Context: an optimization exercise on an open-source flow, tuned for small area and a short achievable clock period. The choices shown serve that exercise and are no tape-out recipe.
The RTL was checked by simulation tests, not by an equivalence proof against the original design.
Power is estimated from default activity; no workload was simulated.

==> flow/design.v (outline; a module is shown in full before it is edited, if it fits) <==
// module alpha_mean: 5809 lines
module alpha_mean
(
    input   wire            clk                 ,
    input   wire            rst_n               ,
    input   wire            win_vld             ,
    input   wire  [199:0]   win                 ,
    output  reg             mean_vld            ,
    output  reg     [ 7:0]  mean_data
);
  // ...
==> flow/flow/run.sh <==
#!/bin/bash
# The standard layout (standard.sh, unchanged synthesis), with ORFS's
# repair_timing asked to reach 8.1 ns of setup slack instead of 0, and every
# input and output port buffered with sky130_fd_sc_hd__buf_1 (instead of the
# delay cell buffer_ports picks by default).
# The clock period and all constraints are the design's.
export SETUP_SLACK_MARGIN=8.1
export BUFFER_PORTS_ARGS="-buffer_cell sky130_fd_sc_hd__buf_1"
bash standard.sh > standard.log 2>&1
==> flow/standard.sh <==
#!/bin/bash
# synth_recipe.tcl (not shown) runs the flow's synth.tcl, then flattens the netlist and writes it again
# the make line also repeats each setting of config.mk as NAME=value (left out here)
make -C /OpenROAD-flow-scripts/flow DESIGN_CONFIG=/design/flow/config.mk WORK_HOME=/design/flow/orfs CLKGATE_MAP_FILE= SYNTH_SCRIPT=/design/flow/synth_recipe.tcl "${@:-finish}"
==> flow/config.mk <==
export PLATFORM = sky130hd
export DESIGN_NAME = alpha_mean
export DESIGN_NICKNAME = alpha_mean
export VERILOG_FILES = /design/flow/design.v
export SDC_FILE = /design/flow/constraint.sdc
export NUM_CORES = 4
export LEC_CHECK = 0
export ABC_AREA = 1
export CAP_MARGIN = 20
export CELL_PAD_IN_SITES_DETAIL_PLACEMENT = 1
export CELL_PAD_IN_SITES_GLOBAL_PLACEMENT = 2
export CORE_AREA = 2.3 2.72 456.78 456.96
export CTS_CLUSTER_DIAMETER = 100
export CTS_CLUSTER_SIZE = 30
export DIE_AREA = 0 0 459.0 459.0
export GPL_TIMING_DRIVEN = 1
export PLACE_DENSITY = 0.5
export SLEW_MARGIN = 20
==> flow/constraint.sdc <==
create_clock -name core_clock -period 12.0 [get_ports {clk}]
set_input_delay 2.4000 -clock core_clock [delete_from_list [all_inputs] [get_ports {clk}]]
set_output_delay 2.4000 -clock core_clock [all_outputs]
set_load 0.01 [all_outputs]
==> impl_metrics.ini, run 1 <==
[worst_setup_path]
slowest_stage = fa_1
r2r_start = s1_196
crit_chain = buf_4 > clkinv_4 > nor2_1 > a21oi_1 > o21bai_1 > nand3_1 > a21oi_2 > fa_1 > fa_1 > fa_1
cp.depth = 10
cp_data_arrival_time_ps = 4710
path_common_cell = fa_1
cp-end-kind = flip-flop

[drt]
ant_nets = 0
wl_met3_mm = 59.47
dr_total_vias = 78183

[final_layout]
multi_input_area_um2 = 43880
layout_commonest_cell = nand2_1
fin_util_pct = 38.34
final-clk-cell-share_pct = 2.482
stdcell_area_um2 = 79160

[clock_tree]
ctsHoldBuffers = 0
cts_max_level = 2
path_clk_slew_ps = 110

[synthesis]
netlist_top_cells_area = dfxtp_1, fa_1, nand2_1
synthFlopType = dfxtp_1
synth_top_family_by_area = simple AND/OR/NAND/NOR gates
synth-simple-area-share_pct = 20.51

[timing]
period_needed_ps = 4045
tightest_slew_ps = 1124
slew_headroom_pct = 24.79
rsz0062_at_grt = true

[die]
pin_count = 212
die-area_um2 = 210700

[power]
seq_power_share_pct = 20.3
clk-power_uw = 2220
comb_cell_power_uw = 14800

[placement]
pre_cts_ws_ps = 6752

[global_routing]
grt_pass1_vias = 75977
overflow = 0
grt_max_degree = 42

[status]
status = timing/DRC/antenna clean
==> run 2, diff against run 1 <==
--- a/flow/config.mk
+++ b/flow/config.mk
@@ -17,2 +17,3 @@
 export PLACE_DENSITY = 0.5
 export SLEW_MARGIN = 20
+export TNS_END_PERCENT = 5
==> run 2 against run 1 <==
Against the previous run:
- first-iteration DRC count down 6.0%
- critical path type unchanged
- largest power group unchanged
- total power down 0.51%
- setup slack worse by 120 ps
- clock power about the same
- non-clock buffer count down 42
- still clean
- largest cell class unchanged
- fmax down 2.9%
- flip-flop and latch count unchanged
- core utilization down 0.72 points
==> impl_metrics.ini, run 2 <==
[synthesis]
yosysTopAreaCellShare_pct = 24.94
yosys.cell_types.count = 44
synth_compound_area_share_pct = 18.83
yosysMostFrequentCell = nand2_1
ys_top_cells_by_count = nand2_1, inv_1, o22ai_1
synth-simple-area-share_pct = 20.51
ys_ff_latch = 867
synth_xor_area_share_pct = 0.9644
synth_area_leader_cell = dfxtp_1
synthFlopType = dfxtp_1
syn_area_per_cell_um2 = 7.121
yosysSeqAreaShare_pct = 25.20
netlist_top_cells_area = dfxtp_1, fa_1, nand2_1
synth_adder_area_share_pct = 20.35
synth_mux_area_share_pct = 0
synth_edf_count = 0
async_flop_share_pct = 0.8074
synth_top_family_by_area = simple AND/OR/NAND/NOR gates
ys_warn_count = 1
synth_area_um2 = 69020
postSynthCellCount = 9692
synth_fp_nets = 10642

[timing]
tightest_slew_ps = 1177
period_needed_ps = 4164
skew_ps = 84.33
hold_viol_final = 0
slew_violations = 0
setup_ws_ps = 7836
fmax_ghz = 0.2401
fin_setup_tns_ps = 0
min_period_over_period_pct = 34.70
rsz0062_at_grt = true
slew_headroom_pct = 20.86
setup_viol = 0

[flow_run]
drv_cap = 0

[global_routing]
grt_pass1_wl_mm = 664.4
antenna_found_initial = 44
track_usage_pct = 46.29
overflow = 0
grt_max_degree = 42
grt_pass1_vias = 75901

[final_layout]
top_register = mean_data
layout_commonest_cell = nand2_1
finalNetCount = 10520
area_growth_pct = 12.55
regArea_um2 = 17460
fill_cells = 25379
largestRegisters = mean_data (8), vld (6)
fin_util_pct = 37.63
final_cell_mix = nand2_1, inv_1, o22ai_1
largest_reg_flops = 8
multi_input_area_um2 = 43330
stdcell_area_um2 = 77680
post_route_cells_drive_above_1_share_pct = 10.79

[drt]
dr.pass1.iters = 6
dr.first_iter.drc_count = 10974
routed_wl_mm = 501.6
viasPerCell = 6.303
drt-wirelength-per-cell_um = 40.68
drc_errors = 0
ant_nets = 0
dr_total_vias = 77699

[status]
status = timing/DRC/antenna clean

[die]
die-area_um2 = 210700
dieHeight_um = 459
rows = 167
die_w_um = 459
pin_count = 212
design.core.area_um2 = 206400
start_util_pct = 33.43

[worst_setup_path]
cp_max_fo = 20
cpPeakStageDelay_ps = 580
path_common_cell = fa_1
crit_chain = buf_4 > inv_2 > o22ai_1 > o21bai_1 > nand3_1 > a21oi_1 > fa_1 > fa_1 > fa_1
cp-end-kind = flip-flop
slowest_stage = inv_2
crit_family = adder cells
crit_required_ps = 12620
cp_data_arrival_time_ps = 4780
cp_num_buf_inv = 2
worst_setup_path_start_kind = flip-flop
critPathKind = flip-flop to flip-flop

[worst_hold_path]
hold_class = flip-flop to flip-flop

[clock_tree]
clock_latency_ps = 800
ctsRootBufferMaster = clkbuf_16
cts_max_level = 2
cts_tree = built
path_clk_slew_ps = 110
clkSinkCount = 867
clk_path_buf_depth = 3
ctsHoldBuffers = 0
cts_buffers = 52

[power]
p_leak_uw = 0.03680
peakVddDrop_v = 0.0005451
power_density_nw_per_um2 = 273.8

[placement]
pre_cts_ws_ps = 6752
portBuffers = 211
gp_routability_congestion = 1.066
post_dp_cell_area_um2 = 72170
place_hpwl_mm = 358.3
-- run 2: area by class of cell --
type                    instances  share of cell area [%]
repair buffers                665                   6.834
multi-input cells            6435                   55.78
diodes                         20                 0.06443
repair inverters                7                 0.06443
clock buffers                  56                   1.707
well taps                    2704                   4.355
clock inverters                32                  0.8215
inverters                    1542                   7.899
flip-flops and latches        867                   22.48
-- run 2: path summary, 6_finish.rpt --
path                             start  endpoint  slack (ps)  depth (start not counted)
worst max-delay path             s1_69   s2_3531        7840                          9
worst min-delay path            vld[2]    vld[3]         370                          0
worst max register to register   s1_69   s2_3531        7840                          9
worst min register to register  vld[2]    vld[3]         370                          0
max in group asynchronous        rst_n    vld[3]       10260                          1
min in group asynchronous        rst_n    vld[0]        1490                          1
-- run 2: layer usage --
metal | vias to the layer above | track usage, % | routed length, um
li1 | 31062 | - | -
met1 | 39372 | 57.43 | 188900
met2 | 5671 | 68.66 | 208500
met3 | 1582 | 12.16 | 56580
met4 | 12 | 35.01 | 47490
met5 | - | 0.06889 | 75
-- run 2: where the power goes --
group | internal [uW] | switching [uW]
registers | 3850 | 493
logic | 4460 | 10200
clock network | 900 | 1320
-- run 2: what timing repair did --
item	CTS	global route
pin swaps	9	23
setup endpoints to repair	164	150
gates resized for setup	568	159
setup buffers	62	15
cloned	9	4
-- run 2: metrics by stage --
| step | total power (uW) | instances | hold WS, ps |
|---|---|---|---|
| 2_1_floorplan | 11090 | 9692 | 309.6 |
| 3_3_place_gp | 18100 | 12130 | 335.2 |
| 3_5_place_dp | 18520 | 12130 | 337.1 |
| 4_1_cts | 20920 | 12289 | 369.2 |
| 5_1_grt | 22420 | 12316 | 373.4 |
| 6_report | 21270 | 12328 | 366.2 |
-- run 2: kinds of logic after synthesis --
kind of cell / Yosys count
adder cells (fa/ha/maj): 747
AO/OA/AOI/OAI: 2016
buffers and inverters: 2390
XOR/XNOR: 76
flip-flops: 867
AND/OR/NAND/NOR: 3596
==> run 3, diff against run 2 <==
--- a/flow/config.mk
+++ b/flow/config.mk
@@ -10,10 +10,9 @@
 export CELL_PAD_IN_SITES_DETAIL_PLACEMENT = 1
 export CELL_PAD_IN_SITES_GLOBAL_PLACEMENT = 2
-export CORE_AREA = 2.3 2.72 456.78 456.96
-export CTS_CLUSTER_DIAMETER = 100
-export CTS_CLUSTER_SIZE = 30
-export DIE_AREA = 0 0 459.0 459.0
+export CORE_AREA = 2.3 2.72 415.84 416.16
+export CTS_CLUSTER_DIAMETER = 80
+export CTS_CLUSTER_SIZE = 20
+export DIE_AREA = 0 0 418.21 418.21
 export GPL_TIMING_DRIVEN = 1
-export PLACE_DENSITY = 0.5
+export PLACE_DENSITY = 0.55
 export SLEW_MARGIN = 20
-export TNS_END_PERCENT = 5
==> run 3 against run 2 <==
Against the previous run:
- non-clock buffer count grew 15
- synthesized cell count is the same
- fmax rose by 2.0%
- synthesized area did not move
- wire length shrank 4.6%
- largest cell class unchanged
- still clean on timing, DRC and antenna
- clock power is 13% higher
- sequential power increased by 0.9%
- critical path depth is 1 higher
==> impl_metrics.ini, run 3 <==
[status]
status = timing/DRC/antenna clean

[flow_run]
drv_cap = 0

[power]
combinationalPowerShare_pct = 68.7
peakVddDrop_v = 0.0006178
p_switching_uw = 12380
p_leak_uw = 0.03717
seq_power_share_pct = 20.0
pwr-share-clk_pct = 11.4
intPower_uw = 9567
power_density_nw_per_um2 = 281.7
switching_share_pct = 56.40

[clock_tree]
clkSinkCount = 867
clk_path_buf_depth = 3
clock_latency_ps = 840
cts_buffers = 69
path_clk_slew_ps = 80
ctsRootBufferMaster = clkbuf_16
cts_max_level = 3
cts_tree = built

[worst_setup_path]
crit_start = s1_53
cp_max_fo = 20
r2r_start = s1_53
cp-end-kind = flip-flop
critPathKind = flip-flop to flip-flop
cp_data_arrival_time_ps = 4800
crit_required_ps = 12720
r2r_slack_ps = 7920
worst_setup_path_start_kind = flip-flop

[final_layout]
area_growth_pct = 12.86
top_register = mean_data
largest_reg_flops = 8
finalNetCount = 10557
final_cell_mix = nand2_1, inv_1, o22ai_1
largestRegisters = mean_data (8), vld (6)
layout_commonest_cell = nand2_1
stdcell_area_um2 = 77890
post_route_cells_drive_above_1_share_pct = 11.18

[worst_hold_path]
hp-start = s4_4642
hold_class = flip-flop to flip-flop

[die]
pin_count = 212
start_util_pct = 40.37
die-area_um2 = 174900
design.core.area_um2 = 171000
dieHeight_um = 418.2
rows = 152
die_w_um = 418.2

[drt]
dr.first_iter.drc_count = 12106
viasPerCell = 6.700
drt-wirelength-per-cell_um = 40.12
routed_wl_mm = 478.3
drc_errors = 0
ant_nets = 0
dr.pass1.iters = 10
dr_total_vias = 79884

[placement]
place_hpwl_mm = 335.4
post_dp_cell_area_um2 = 71250
portBuffers = 211
gp_routability_congestion = 1.066

[synthesis]
yosysMostFrequentCell = nand2_1
synth_edf_count = 0
synth_fp_nets = 10642
synth_area_um2 = 69020
synth_area_leader_cell = dfxtp_1
async_flop_share_pct = 0.8074
yosysSeqAreaShare_pct = 25.20
yosys.cell_types.count = 44
ys_top_cells_by_count = nand2_1, inv_1, o22ai_1
syn_area_per_cell_um2 = 7.121
netlist_top_cells_area = dfxtp_1, fa_1, nand2_1
synthFlopType = dfxtp_1
yosysTopAreaCellShare_pct = 24.94
ys_warn_count = 1
postSynthCellCount = 9692
ys_ff_latch = 867

[timing]
fmax_ghz = 0.2450
slew_headroom_pct = 15.40
period_needed_ps = 4082
skew_ps = 76.43
fin_setup_tns_ps = 0
min_period_over_period_pct = 34.01
slew_violations = 0
setup_viol = 0
tightest_slew_ps = 1269
hold_viol_final = 0
rsz0062_at_grt = true

[global_routing]
grt.busiest_layer = met2
track_usage_pct = 52.85
gr-usage-met3_pct = 19.59
met2_usage_pct = 73.99
met1_usage_pct = 62.45
grt_pass1_wl_mm = 634.9
grt_max_degree = 42
overflow = 0
grt_pass1_vias = 77558
antenna_found_initial = 50
[run 3: path summary, 6_finish.rpt]
path | end | cells past startpoint
hold reg to reg | s5_4713 | 0
hold / removal | s5_4713 | 0
min in group asynchronous | vld[1] | 1
setup / recovery | s2_3405 | 10
max in group asynchronous | mean_vld | 1
setup reg to reg | s2_3405 | 10
[run 3: area by class of cell]
class	instances	area, um^2
diodes	43	107.6
multi-input cells	6435	43420
well taps	2233	2794
repair buffers	680	5466
fillers	21151	93080
clock inverters	35	528.0
repair inverters	12	90.09
inverters	1542	6197
clock buffers	76	1805
flip-flops and latches	867	17480
[run 3: cells by family (layout without fill, tap and decap cells)]
group | count (synthesis) | after routing | share of synthesized area [%]
other cells | 0 | 43 | 0
fa+ha+maj | 747 | 747 | 20.35
compound gates | 2016 | 2016 | 18.83
buf+inv | 2390 | 2345 | 14.15
simple gates | 3596 | 3596 | 20.51
flops | 867 | 867 | 25.20
xor+xnor | 76 | 76 | 0.9644
[run 3: timing repair]
item	4_1_cts	5_1_grt
gates resized for setup	416	368
buffers inserted	72	49
setup endpoints to repair	163	138
pin swaps	8	28
hold buffers	0	0
cloned	12	10
[run 3: per-layer routing]
metal,vias up,wire [um]
li1,31184,-
met1,39400,167300
met2,7037,189200
met3,2242,66380
met4,21,55220
met5,-,200
[run 3: worst max-delay path, stage by stage, from the launching register on]
cell	delay (ps)
dfxtp_1	550
clkinvlp_4	640
o22ai_1	380
o21bai_1	190
nand3_1	160
nand3_1	150
nand2_1	130
fa_1	590
inv_1	80
fa_1	520
fa_1	540
[run 3: power groups by stage]
stage               registers [uW]  clock network [uW]  logic [uW]
floorplan                     4220                   0        6870
global placement              4400                   0       13300
detailed placement            4420                   0       14000
CTS                           4360                2510       14200
global route                  4430                2620       15700
finish                        4380                2500       15100
[run 3: through the flow]
step           util, %  setup slack (ps)  power (uW)  instances  hold slack (ps)
3_3_place_gp     41.68              7041       17670      11624            316.9
5_1_grt          45.50              7975       22790      11882            357.3
4_1_cts          44.29              8100       21090      11819            343.2
3_5_place_dp     41.68              7017       18400      11624            327.5
6_report         45.56              7918       21950      11923            339.6
2_1_floorplan        -              8865       11090       9692            309.6
==> run 4, diff against run 3 <==
==> flow/flow/run.sh (replaced) <==
#!/bin/bash
# The standard layout (standard.sh, unchanged synthesis), with ORFS's
# repair_timing asked to reach 8.45 ns of setup slack instead of 0, and every
# input and output port buffered with sky130_fd_sc_hd__buf_1 (instead of the
# delay cell buffer_ports picks by default).
# The clock period and all constraints are the design's.
export SETUP_SLACK_MARGIN=8.45
export BUFFER_PORTS_ARGS="-buffer_cell sky130_fd_sc_hd__buf_1"
bash standard.sh > standard.log 2>&1
--- a/flow/config.mk
+++ b/flow/config.mk
@@ -10,9 +10,10 @@
 export CELL_PAD_IN_SITES_DETAIL_PLACEMENT = 1
 export CELL_PAD_IN_SITES_GLOBAL_PLACEMENT = 2
-export CORE_AREA = 2.3 2.72 415.84 416.16
-export CTS_CLUSTER_DIAMETER = 80
-export CTS_CLUSTER_SIZE = 20
-export DIE_AREA = 0 0 418.21 418.21
+export CORE_AREA = 2.3 2.72 456.78 456.96
+export CTS_CLUSTER_DIAMETER = 100
+export CTS_CLUSTER_SIZE = 30
+export DIE_AREA = 0 0 459.0 459.0
 export GPL_TIMING_DRIVEN = 1
-export PLACE_DENSITY = 0.55
+export PLACE_DENSITY = 0.5
 export SLEW_MARGIN = 20
+export TNS_END_PERCENT = 5
==> run 4 against run 3 <==
Against the previous run:
- clock skew grew 14 ps
- wire length up 9.9%
- synthesized cell count is the same
- core utilization down 5.4 points
- count of clock-buffer cells in the layout fell by 20
- first-iteration DRC count fell by 0.31%
- register-to-register slack improved by 190 ps
- global-route usage shrank 5.4 points
- setup slack better by 190 ps
==> impl_metrics.ini, run 4 <==
[global_routing]
grt_max_degree = 40
track_usage_pct = 47.43
grt_pass1_vias = 77239
grt_pass1_wl_mm = 679.1
overflow = 0
antenna_found_initial = 46

[worst_setup_path]
worst_setup_path_start_kind = flip-flop
cp-end-kind = flip-flop
cp_max_fo = 22
critPathKind = flip-flop to flip-flop
crit_required_ps = 12630
cp_data_arrival_time_ps = 4530
r2r_slack_ps = 8110
r2r_start = s1_178
crit_start = s1_178

[drt]
drt-wirelength-per-cell_um = 42.00
dr_total_vias = 79920
drc_errors = 0
viasPerCell = 6.385
dr.pass1.iters = 8
ant_nets = 0
routed_wl_mm = 525.7
dr.first_iter.drc_count = 12069

[synthesis]
ys_top_cells_by_count = nand2_1, inv_1, o22ai_1
netlist_top_cells_area = dfxtp_1, fa_1, nand2_1
yosysTopAreaCellShare_pct = 24.94
yosysSeqAreaShare_pct = 25.20
postSynthCellCount = 9692
ys_warn_count = 1
yosysMostFrequentCell = nand2_1
synth_mux_area_share_pct = 0
synth_area_um2 = 69020
synth_area_leader_cell = dfxtp_1
yosys.cell_types.count = 44
synthFlopType = dfxtp_1
async_flop_share_pct = 0.8074
ys_ff_latch = 867
synth-simple-area-share_pct = 20.51
synth_top_family_by_area = simple AND/OR/NAND/NOR gates
synth_adder_area_share_pct = 20.35
synth_edf_count = 0
synth_compound_area_share_pct = 18.83
syn_area_per_cell_um2 = 7.121
synth_fp_nets = 10642
synth_xor_area_share_pct = 0.9644

[power]
peakVddDrop_v = 0.0005398
power_density_nw_per_um2 = 262.2
p_leak_uw = 0.03877

[timing]
fin_setup_tns_ps = 0
setup_viol = 0
fmax_ghz = 0.2569
rsz0062_at_grt = true
slew_violations = 0
skew_ps = 90.08
slew_headroom_pct = 9.165
tightest_slew_ps = 1363
period_needed_ps = 3893
min_period_over_period_pct = 32.44
hold_viol_final = 0

[clock_tree]
cts_buffers = 52
path_clk_slew_ps = 110
cts_tree = built
ctsHoldBuffers = 0
clk_path_buf_depth = 3
clkSinkCount = 867
clock_latency_ps = 810
cts_max_level = 2
ctsRootBufferMaster = clkbuf_16

[die]
die_w_um = 459
rows = 167
pin_count = 212
design.core.area_um2 = 206400
dieHeight_um = 459
die-area_um2 = 210700
start_util_pct = 33.43

[final_layout]
post_route_cells_drive_above_1_share_pct = 16.07
final_cell_mix = nand2_1, inv_1, o22ai_1
area_growth_pct = 20.03
largest_reg_flops = 8
finalNetCount = 10694
largestRegisters = mean_data (8), vld (6)
layout_commonest_cell = nand2_1
top_register = mean_data
fin_util_pct = 40.13

[status]
status = timing/DRC/antenna clean

[worst_hold_path]
hp-start = vld[2]
hold_class = flip-flop to flip-flop

[flow_run]
drv_cap = 0

[placement]
portBuffers = 211
gp_routability_congestion = 1.066
place_hpwl_mm = 358.3
==> run 4: layout make-up <==
cell class	count	area, um^2
Sequential cell	867	17630
Antenna cell	34	85.08
Timing Repair inverter	7	52.55
Tap cell	2704	3383
Fill cell	24990	123600
Clock buffer	56	1326
Timing Repair Buffer	839	8493
Clock inverter	32	638.1
Inverter	1542	6325
Multi-Input combinational cell	6435	44910
==> run 4: through the flow <==
stage / cell area (um^2) / power (uW) / cells / setup WS [ps] / hold WS, ps
global placement: 72170 / 18100 / 12130 / 6797 / 335.2
finish: 82850 / 21720 / 12516 / 8107 / 366.0
floorplan: 69020 / 11090 / 9692 / 8865 / 309.6
global route: 82790 / 22870 / 12492 / 8139 / 373.4
CTS: 79270 / 21180 / 12357 / 8143 / 369.2
detailed placement: 72170 / 18520 / 12130 / 6752 / 337.1
==> run 4: timing repair <==
| action | 4_1_cts | 5_1_grt |
|---|---|---|
| setup endpoints to repair | 251 | 217 |
| pin swaps | 39 | 119 |
| setup buffers | 108 | 102 |
| gates resized for setup | 925 | 553 |
| gates cloned | 31 | 23 |
==> run 4: final timing paths <==
kind,cells past startpoint,endpoint
hold / removal,0,vld[3]
max in group asynchronous,1,vld[3]
setup / recovery,16,s2_3355
hold reg to reg,0,vld[3]
setup reg to reg,16,s2_3355
min in group asynchronous,1,vld[0]
==> run 4: worst max-delay path, stage by stage, from the launching register on <==
cell      delay [ps]
dfxtp_4          400
buf_12           180
inv_2             80
buf_8            230
nand2_1           80
o21ai_0           80
nand2_1           80
nand2_2          160
nand3_1          170
nand3_1          210
nand2_1          170
nand2_1          190
nand2_1          120
nand2_1           90
nand2_1          100
a21boi_1         750
fa_1             560
==> run 4: layer usage <==
metal | track usage (%) | vias to the layer above | wire length [um]
li1 | - | 31458 | -
met2 | 69.07 | 6278 | 212000
met3 | 14.07 | 1967 | 65980
met1 | 58.46 | 40199 | 194000
met5 | 0.6659 | - | 556
met4 | 36.87 | 18 | 53110
==> run 4: cell families after synthesis <==
kind of cell | count (synthesis)
and+or+nand+nor | 3596
buffers and inverters | 2390
AOI/OAI and AO/OA | 2016
DFF | 867
adders and majority gates | 747
xor gates and xnor gates | 76
==> run 4: report_power, final <==
part / total (uW) / internal [uW] / switching (uW)
clock: 2220 / 899 / 1320
sequential: 4350 / 3840 / 504
combinational: 15200 / 4720 / 10400
==> run 5, diff against run 4 <==
==> flow/flow/run.sh (replaced) <==
#!/bin/bash
# The standard layout (standard.sh, unchanged synthesis), with ORFS's
# repair_timing asked to reach 8.4 ns of setup slack instead of 0.
# The clock period and all constraints are the design's.
export SETUP_SLACK_MARGIN=8.4
bash standard.sh > standard.log 2>&1
--- a/flow/config.mk
+++ b/flow/config.mk
@@ -14,5 +14,4 @@
 export CTS_CLUSTER_SIZE = 30
 export DIE_AREA = 0 0 459.0 459.0
-export GPL_TIMING_DRIVEN = 1
 export PLACE_DENSITY = 0.5
 export SLEW_MARGIN = 20
==> run 5 against run 4 <==
Against the previous run:
- first-iteration DRC count is 2.4% higher
- cell area rose by 1.1%
- setup slack better by 22 ps
- sequential share of layout area fell by 0.23 points
- largest cell class unchanged
- critical path depth down 5
- die area unchanged
- highest routed layer unchanged
==> impl_metrics.ini, run 5 <==
[status]
status = timing/DRC/antenna clean

[global_routing]
grt_max_degree = 42
overflow = 0
grt.busiest_layer = met2
met2_usage_pct = 68.81
grt_pass1_vias = 76258
grt_pass1_wl_mm = 678.4
track_usage_pct = 47.41
met1_usage_pct = 59.11
gr-usage-met3_pct = 13.74
antenna_found_initial = 48

[clock_tree]
cts_tree = built
ctsRootBufferMaster = clkbuf_16
cts_buffers = 46
clock_latency_ps = 770
ctsHoldBuffers = 0
cts_max_level = 2
clkSinkCount = 867
path_clk_slew_ps = 110
clk_path_buf_depth = 3

[timing]
min_period_over_period_pct = 32.26
fmax_ghz = 0.2583
slew_violations = 0
rsz0062_at_grt = true
hold_viol_final = 0
period_needed_ps = 3871
fin_setup_tns_ps = 0
setup_ws_ps = 8129
skew_ps = 64.94
slew_headroom_pct = 25.26
whs_ps = 342.1
setup_viol = 0
tightest_slew_ps = 1121

[power]
p_leak_uw = 0.03916
power_density_nw_per_um2 = 258.1
p_switching_uw = 12250
peakVddDrop_v = 0.0007503
switching_share_pct = 56.66
seq_power_share_pct = 20.2
p_total_uw = 21620
pwr-share-clk_pct = 9.3
combinationalPowerShare_pct = 70.5
intPower_uw = 9371

[synthesis]
postSynthCellCount = 9692
synth_edf_count = 0
yosys.cell_types.count = 44
async_flop_share_pct = 0.8074
yosysMostFrequentCell = nand2_1
synth_area_um2 = 69020
synthFlopType = dfxtp_1
ys_warn_count = 1
ys_top_cells_by_count = nand2_1, inv_1, o22ai_1
yosysSeqAreaShare_pct = 25.20
synth_fp_nets = 10642
syn_area_per_cell_um2 = 7.121
synth_area_leader_cell = dfxtp_1
yosysTopAreaCellShare_pct = 24.94
ys_ff_latch = 867
netlist_top_cells_area = dfxtp_1, fa_1, nand2_1

[die]
die_w_um = 459
pin_count = 212
start_util_pct = 33.43
rows = 167
design.core.area_um2 = 206400
die-area_um2 = 210700
dieHeight_um = 459

[worst_setup_path]
cp_max_fo = 25
slowest_stage = fa_1
worst_setup_path_start_kind = flip-flop
r2r_end = s2_3540
reg2reg_depth = 11
crit_family = adder cells
crit_chain = clkinv_4 > buf_8 > o221ai_2 > nand3_1 > nand2_1 > a21oi_1 > nor2_2 > fa_1 > inv_1 > fa_2 > fa_1
cp-end-kind = flip-flop
cp_data_arrival_time_ps = 4560
cpPeakStageDelay_ps = 540
cp_num_buf_inv = 3
r2r_slack_ps = 8130
critPathKind = flip-flop to flip-flop
path_common_cell = fa_1
r2r_start = s1_20
crit_required_ps = 12690

[placement]
place_hpwl_mm = 357.2
portBuffers = 211
pre_cts_ws_ps = 6932
gp_routability_congestion = 1.007

[final_layout]
area_growth_pct = 21.38
largest_reg_flops = 8
largestRegisters = mean_data (8), vld (6)
layout_commonest_cell = nand2_1
post_route_cells_drive_above_1_share_pct = 15.42
finalNetCount = 10671
top_register = mean_data
final_cell_mix = nand2_1, inv_1, o22ai_1

[drt]
ant_nets = 0
dr.first_iter.drc_count = 12357
dr.pass1.iters = 9
routed_wl_mm = 526.8
drc_errors = 0
viasPerCell = 6.449
drt-wirelength-per-cell_um = 42.18
dr_total_vias = 80543

[worst_hold_path]
hold_class = flip-flop to flip-flop
hp-start = s4_4642
holdPathEnd = s5_4713
hold_depth = 0

[flow_run]
drv_cap = 0
## run 5: cells by family (layout without fill, tap and decap cells)
family | count (synthesis) | after routing | synth area share [%]
DFF | 867 | 867 | 25.20
and+or+nand+nor | 3596 | 3596 | 20.51
buffers and inverters | 2390 | 2449 | 14.15
xor gates and xnor gates | 76 | 76 | 0.9644
adders and majority gates | 747 | 747 | 20.35
other | 0 | 34 | 0
AOI/OAI and AO/OA | 2016 | 2016 | 18.83
## run 5: power groups by stage
stage          Sequential (uW)  Clock (uW)  Combinational (uW)
6_report                  4370        2020               15200
5_1_grt                   4440        2140               16200
4_1_cts                   4370        2040               14600
3_5_place_dp              4420           0               14200
3_3_place_gp              4410           0               13700
2_1_floorplan             4220           0                6870
## run 5: final cells by class
| class | count | area [um^2] |
|---|---|---|
| Inverter | 1542 | 6317 |
| Clock buffer | 49 | 1162 |
| Clock inverter | 29 | 520.5 |
| Multi-Input combinational cell | 6435 | 44840 |
| Tap cell | 2704 | 3383 |
| Sequential cell | 867 | 17630 |
| Timing Repair Buffer | 821 | 9769 |
| Timing Repair inverter | 8 | 61.31 |
| Fill cell | 24900 | 122700 |
| Antenna cell | 34 | 85.08 |
## run 5: worst reg2reg max path: stages, from the launching register on
cell      delay [ps]
dfxtp_1          510
clkinv_4         240
buf_8            280
o221ai_2         480
nand3_1          170
nand2_1          180
a21oi_1          110
nor2_2           270
fa_1             480
inv_1            100
fa_2             470
fa_1             540
## run 5: timing repair
action / in CTS / in global routing
pin swaps: 65 / 86
buffers inserted: 112 / 81
endpoints found under the setup margin: 245 / 216
cloned: 32 / 25
gates resized for setup: 1036 / 447
## run 5: through the flow
| step | cells | util [%] | instance area, um^2 |
|---|---|---|---|
| 6_report | 12489 | 40.58 | 83780 |
| 5_1_grt | 12464 | 40.55 | 83710 |
| 4_1_cts | 12349 | 39.09 | 80690 |
| 2_1_floorplan | 9692 | - | 69020 |
| 3_5_place_dp | 12127 | 35.60 | 73490 |
| 3_3_place_gp | 12126 | 35.58 | 73460 |
## run 5: routing by layer
metal / part of all wire [%] / wire length (um)
met1: 37 / 196800
met3: 12 / 65290
met5: 0.067 / 351
met2: 40 / 211300
met4: 10 / 53060
## run 5: worst max path at each step
stage | start | endpoint | slack, ps | depth (start not counted)
after floorplan | s1_34 | s2_3414 | 8870 | 15
after global placement | s1_171 | s2_3540 | 6950 | 10
after detailed placement | s1_171 | s2_3540 | 6930 | 10
after CTS | s2_3356 | s3_4321 | 8240 | 12
after global routing | s1_148 | s2_3513 | 8210 | 15
final | s1_20 | s2_3540 | 8130 | 11

afterwards: timing with drivers on the ports:
The flow's constraints put no driver on any port. The routed layouts listed below were extracted and timed again, unchanged, in two steps.
Step 1, drivers: a clkbuf_16 drives clk and a buf_2 each remaining input, both assumed.
Step 2 moves the port delays by t, midway between the first and last clock arrival at a register: inputs arrive t later, outputs are due t later. That takes back most of the time a late clock gives input paths.
Slacks: no drivers / after step 1 / after step 2; pairs: no drivers / after step 1.
run	t (ns)	setup slack, ns	worst hold slack (ns)	latest minus earliest clock arrival (ns)	cell pins on the clock port's net
run 1	0.862	7.955 / 7.955 / 7.955	0.366 / 0.366 / 0.366	0.086 / 0.086	1
run 2	0.854	7.836 / 7.836 / 7.836	0.366 / 0.366 / 0.366	0.084 / 0.084	1
run 3	0.901	7.918 / 7.918 / 7.918	0.340 / 0.340 / 0.340	0.076 / 0.076	1
run 4	0.868	8.107 / 8.107 / 8.107	0.366 / 0.366 / 0.366	0.090 / 0.090	1
run 5	0.832	8.129 / 8.129 / 8.129	0.342 / 0.342 / 0.342	0.065 / 0.065	1
After both steps setup and hold are still met in every run listed.
